This design comes from an exercise in tuning for small area and a short achievable clock period on the open sky130 flow, not from production work. In this exercise RTL edits were held to simulation tests only and were not proved equivalent to the original. The clock port is modelled as an ideal driver, which makes a skipped or thinned clock tree look cheaper than it is; a real chip needs a root buffer or a tree. Power and IR drop assume default switching activity.

Setup of the reference run:
==> flow/design.v <==
module SPI_SLAVE (
    input            MOSI,
    input            SS_n,
    input            clk,
    input            rst_n,
    input      [7:0] rd_data,    
    output reg       MISO,
    output           pre,        
    output reg       act,        
    output reg [9:0] word
);
    localparam IC = 2'd0, WR = 2'd1, RA = 2'd2, RD = 2'd3;
    reg [1:0] mode;
    reg [4:0] k;
    reg       flag;              
    reg [7:0] dout;              
    reg       at14;              
    assign pre = !SS_n && at14;
    always @(posedge clk)
        word <= {word[8:0], MOSI};
    always @(posedge clk or negedge rst_n) begin
        if (!rst_n) begin
            mode <= IC;
            k    <= 5'd3;
            flag <= 1'b0;
            at14 <= 1'b0;
            act  <= 1'b0;
            MISO <= 1'b0;
            dout <= 8'd0;
        end else begin
            act  <= pre;
            at14 <= !SS_n && mode != IC && k == 5'd13;
            MISO <= 1'b0;
            if (act && word[9:8] == 2'b11)
                dout <= rd_data;
            if (SS_n) begin
                mode <= IC;
                k    <= 5'd3;
                if (mode == IC || mode == WR)
                    flag <= 1'b0;
            end else begin
                case (mode)
                    IC: begin
                        if (k == 5'd3) begin
                            k <= 5'd4;
                        end else begin
                            k    <= 5'd5;
                            mode <= MOSI ? (flag ? RD : RA) : WR;
                        end
                    end
                    WR, RA: begin
                        if (k != 5'd15)
                            k <= k + 5'd1;
                        if (mode == WR)
                            flag <= 1'b0;
                        else if (k == 5'd14)
                            flag <= 1'b1;
                    end
                    RD: begin
                        k <= (k == 5'd24) ? 5'd3 : k + 5'd1;
                        if (k == 5'd14)
                            flag <= 1'b0;
                        if (k[4:3] == 2'b10)
                            MISO <= dout[k[2:0]];
                    end
                endcase
            end
        end
    end
endmodule
module RAM (
    input             clk,
    input             rst_n,
    input             pre,       
    input             MOSI,
    input             act,       
    input      [9:0]  din,
    output reg [7:0]  P
);
    localparam NR = 22;
    reg [1:0] c3, c4;
    reg       rho;
    reg [3:0] ra;
    reg [5:0] rb;
    reg [1:0] H, lo;
    reg       z;
    reg       pend;          
    reg       cmr;           
    reg       ncmr;          
    reg       capr;          
    reg       cap0r;         
    reg [7:0] pdata;
    reg [7:0] T;             
    reg       rhoT;          
    wire [1:0] n3 = c3[1] ? 2'd0 : c3 + 2'd1;
    wire [1:0] n4 = c4 + 2'd1;
    always @(posedge clk) begin
        c3  <= n3;
        c4  <= n4;
        rho <= rho ^ (n3 == 2'd0 && n4 == 2'd0);
    end
    wire [5:0] x = din[6:1];
    reg  [4:0] q;
    reg  [1:0] hq;
    always @(*) begin
        if (x[1:0] != 2'd3) begin
            q  = {1'b0, x[5:2]};
            hq = x[1:0];
        end else if (x[3:2] != 2'd3) begin
            q  = {3'b100, x[5:4]};
            hq = x[3:2];
        end else if (x[5:4] != 2'd3) begin
            q  = 5'd20;
            hq = x[5:4];
        end else begin
            q  = 5'd21;
            hq = 2'd0;
        end
    end
    always @(posedge clk) begin
        if (pre && !din[7]) begin
            ra <= 4'b0001 << q[1:0];
            rb <= 6'b000001 << q[4:2];
            H  <= hq;
            lo <= {din[0], MOSI};
        end else if (pre && z) begin
            ra <= 4'b0001;
            rb <= 6'b000001;
            H  <= 2'd0;
            lo <= 2'd0;
        end
    end
    wire is21 = ra[1] && rb[5];
    always @(posedge clk or negedge rst_n) begin
        if (!rst_n)
            z <= 1'b1;
        else if (act)
            z <= 1'b0;
    end
    wire write_op = act && din[9:8] == 2'b01;
    wire pend_n   = write_op || (pend && !cmr);
    wire match_n  = n4 == lo && (is21 || n3 == H);
    always @(posedge clk) begin
        if (write_op)
            pdata <= din[7:0];
        pend  <= pend_n;
        cmr   <= pend_n && match_n;
        ncmr  <= !(pend_n && match_n);
        capr  <= match_n;
        cap0r <= n3 == 2'd0 && n4 == 2'd0;
    end
    wire [8*NR-1:0] tap;
    wire [8*NR-1:0] tap1;
    wire [7:0] wd = pdata ^ {8{rho}};
    genvar r;
    generate
        for (r = 0; r < NR; r = r + 1) begin : g_ring
            localparam L = (r == NR - 1) ? 4 : 12;
            reg [8*L-1:0] f;
            wire we   = cmr && ra[r % 4] && rb[r / 4];
            wire we_n = ncmr || !ra[r % 4] || !rb[r / 4];
            wire [7:0] last = f[8*L-1:8*L-8];
            if (r == NR - 1) begin : g_plain
                always @(posedge clk)
                    f <= {f[8*L-9:0], we ? pdata : last};
            end else begin : g_inv
                always @(posedge clk)
                    f <= {f[8*L-9:0], ~((last | {8{we}}) & (wd | {8{we_n}}))};
            end
            assign tap[8*r +: 8]  = last;
            assign tap1[8*r +: 8] = f[8*L-9:8*L-16];
        end
    endgenerate
    reg [7:0] tsel;
    integer i;
    always @(*) begin
        tsel = 8'd0;
        for (i = 0; i < NR; i = i + 1)
            tsel = tsel | (tap1[8*i +: 8] & {8{ra[i % 4] && rb[i / 4]}});
    end
    always @(posedge clk) begin
        T    <= tsel;
        rhoT <= (rho ^ (n3 == 2'd0 && n4 == 2'd0)) && !is21;
    end
    wire       rz  = ra[0] && rb[0] && H == 2'd0 && lo == 2'd0;
    wire [7:0] sv  = z ? tap[7:0] : T;
    wire       sp  = z ? rho : rhoT;
    wire       hit = pend && (!z || rz);
    always @(posedge clk) begin
        if (z ? cap0r : capr)
            P <= hit ? pdata : sv ^ {8{sp}};
    end
endmodule
module SPI_Wrapper (
    input   MOSI,
    input   wclk,
    input   wrst_n,
    input   SS_n,
    output  MISO
);
    wire       pre;
    wire       act;
    wire [9:0] word;
    wire [7:0] rd_data;
    SPI_SLAVE SPI (
        .MOSI(MOSI),
        .SS_n(SS_n),
        .clk(wclk),
        .rst_n(wrst_n),
        .rd_data(rd_data),
        .MISO(MISO),
        .pre(pre),
        .act(act),
        .word(word)
    );
    RAM Ram (
        .clk(wclk),
        .rst_n(wrst_n),
        .pre(pre),
        .MOSI(MOSI),
        .act(act),
        .din(word),
        .P(rd_data)
    );
endmodule
==> flow/config.mk <==
export PLATFORM = sky130hd
export DESIGN_NAME = SPI_Wrapper
export DESIGN_NICKNAME = SPI_Wrapper
export VERILOG_FILES = /design/flow/design.v
export SDC_FILE = /design/flow/constraint.sdc
export NUM_CORES = 4
export LEC_CHECK = 0
export CAP_MARGIN = 30
export CORE_MARGIN = 2
export CORE_UTILIZATION = 50
export SETUP_SLACK_MARGIN = 3.8
export SLEW_MARGIN = 30
==> flow/constraint.sdc <==
create_clock -name core_clock -period 6.0 [get_ports {wclk}]
set_input_delay 1.2000 -clock core_clock [delete_from_list [all_inputs] [get_ports {wclk}]]
set_output_delay 1.2000 -clock core_clock [all_outputs]
set_load 0.01 [all_outputs]
standard.sh (not shown) runs the stock make flow with config.mk's settings and CLKGATE_MAP_FILE= SYNTH_SCRIPT=/design/flow/synth_recipe.tcl, a recipe that flattens the netlist after the stock synthesis.
==> flow/flow/run.sh <==
#!/bin/bash
# The standard layout, with the clock tree built by flow/cts_tree.tcl.
set -euo pipefail
here=$(pwd)
export PRE_CTS_TCL="$here/flow/cts_tree.tcl"
bash standard.sh > "$here/standard.log" 2>&1
Other scripts of this flow, unchanged in this note and not shown: flow/flow/cts_tree.tcl
The reference run went all the way through the flow, and no timing, DRC or antenna check failed.
### the reference run -> the trial run
--- a/flow/design.v
+++ b/flow/design.v
@@ -183,12 +183,16 @@
         rhoT <= (rho ^ (n3 == 2'd0 && n4 == 2'd0)) && !is21;
     end
     wire       rz  = ra[0] && rb[0] && H == 2'd0 && lo == 2'd0;
-    wire [7:0] sv  = z ? tap[7:0] : T;
-    wire       sp  = z ? rho : rhoT;
-    wire       hit = pend && (!z || rz);
-    always @(posedge clk) begin
-        if (z ? cap0r : capr)
-            P <= hit ? pdata : sv ^ {8{sp}};
+    wire [7:0] tv  = T ^ {8{rhoT}};
+    wire [7:0] t0v = tap[7:0] ^ {8{rho}};
+    always @(posedge clk) begin
+        if (z) begin
+            if (cap0r)
+                P <= (pend && rz) ? pdata : t0v;
+        end else begin
+            if (capr)
+                P <= pend ? pdata : tv;
+        end
     end
 endmodule
 module SPI_Wrapper (
--- outcome ---
The trial run: all stages complete, timing, DRC and antenna checks passed. Delta (the trial run minus the reference run): floorplan core area now sits at about the same level, per-instance average area after synthesis now sits lower, via count of the first global-routing pass now sits lower, net switching power of the design now sits higher. Going from the reference run to the trial run, the number of buffers added for setup after CTS was found to have gone down by 1. Wire length delta (the trial run − the reference run): unfavourable. Re arrival time of data at the critical path endpoint: the reference run and the trial run aren't equal, and the lower value belongs to the trial run. Between the reference run and the trial run, fraction of the yosys area taken by sequential cells is lower for the trial run, the reference run comes in above that. On area after synthesis, the reference run and the trial run are basically level. The worst setup slack of the trial run and that of the reference run are within noise of each other. Detailed-route via count, the trial run vs the reference run: up slightly. The reference run -> the trial run: power flat.
No run of this note takes its clock network from TritonCTS; it comes from the design's own scripts or RTL.

-- what the ideal ports hide --
The flow's constraints put no driver on any port. The routed layouts listed below were extracted and timed again, unchanged, in two steps. Step 1 assumes that a clkbuf_16 drives the clock port and a buf_2 every other input. Step 2 moves the port delays by t, midway between the first and last clock arrival at a register: inputs arrive t later, outputs are due t later. That takes back most of the time a late clock gives input paths. Slacks: ideal / step 1 / step 2; pairs: ideal / step 1.
run | t, ns | setup slack, ns | worst setup path at the end | pins driven straight from the clock port
the reference run | 0.629 | 3.798 / 3.667 / 3.304 | input to register | 4
the trial run | 0.629 | 3.796 / 3.639 / 3.393 | input to register | 4
After both steps every run listed still meets setup and hold. The setup slack of the reference run, which loses most, moves by -0.131 ns with the drivers and by -0.494 ns with both steps.
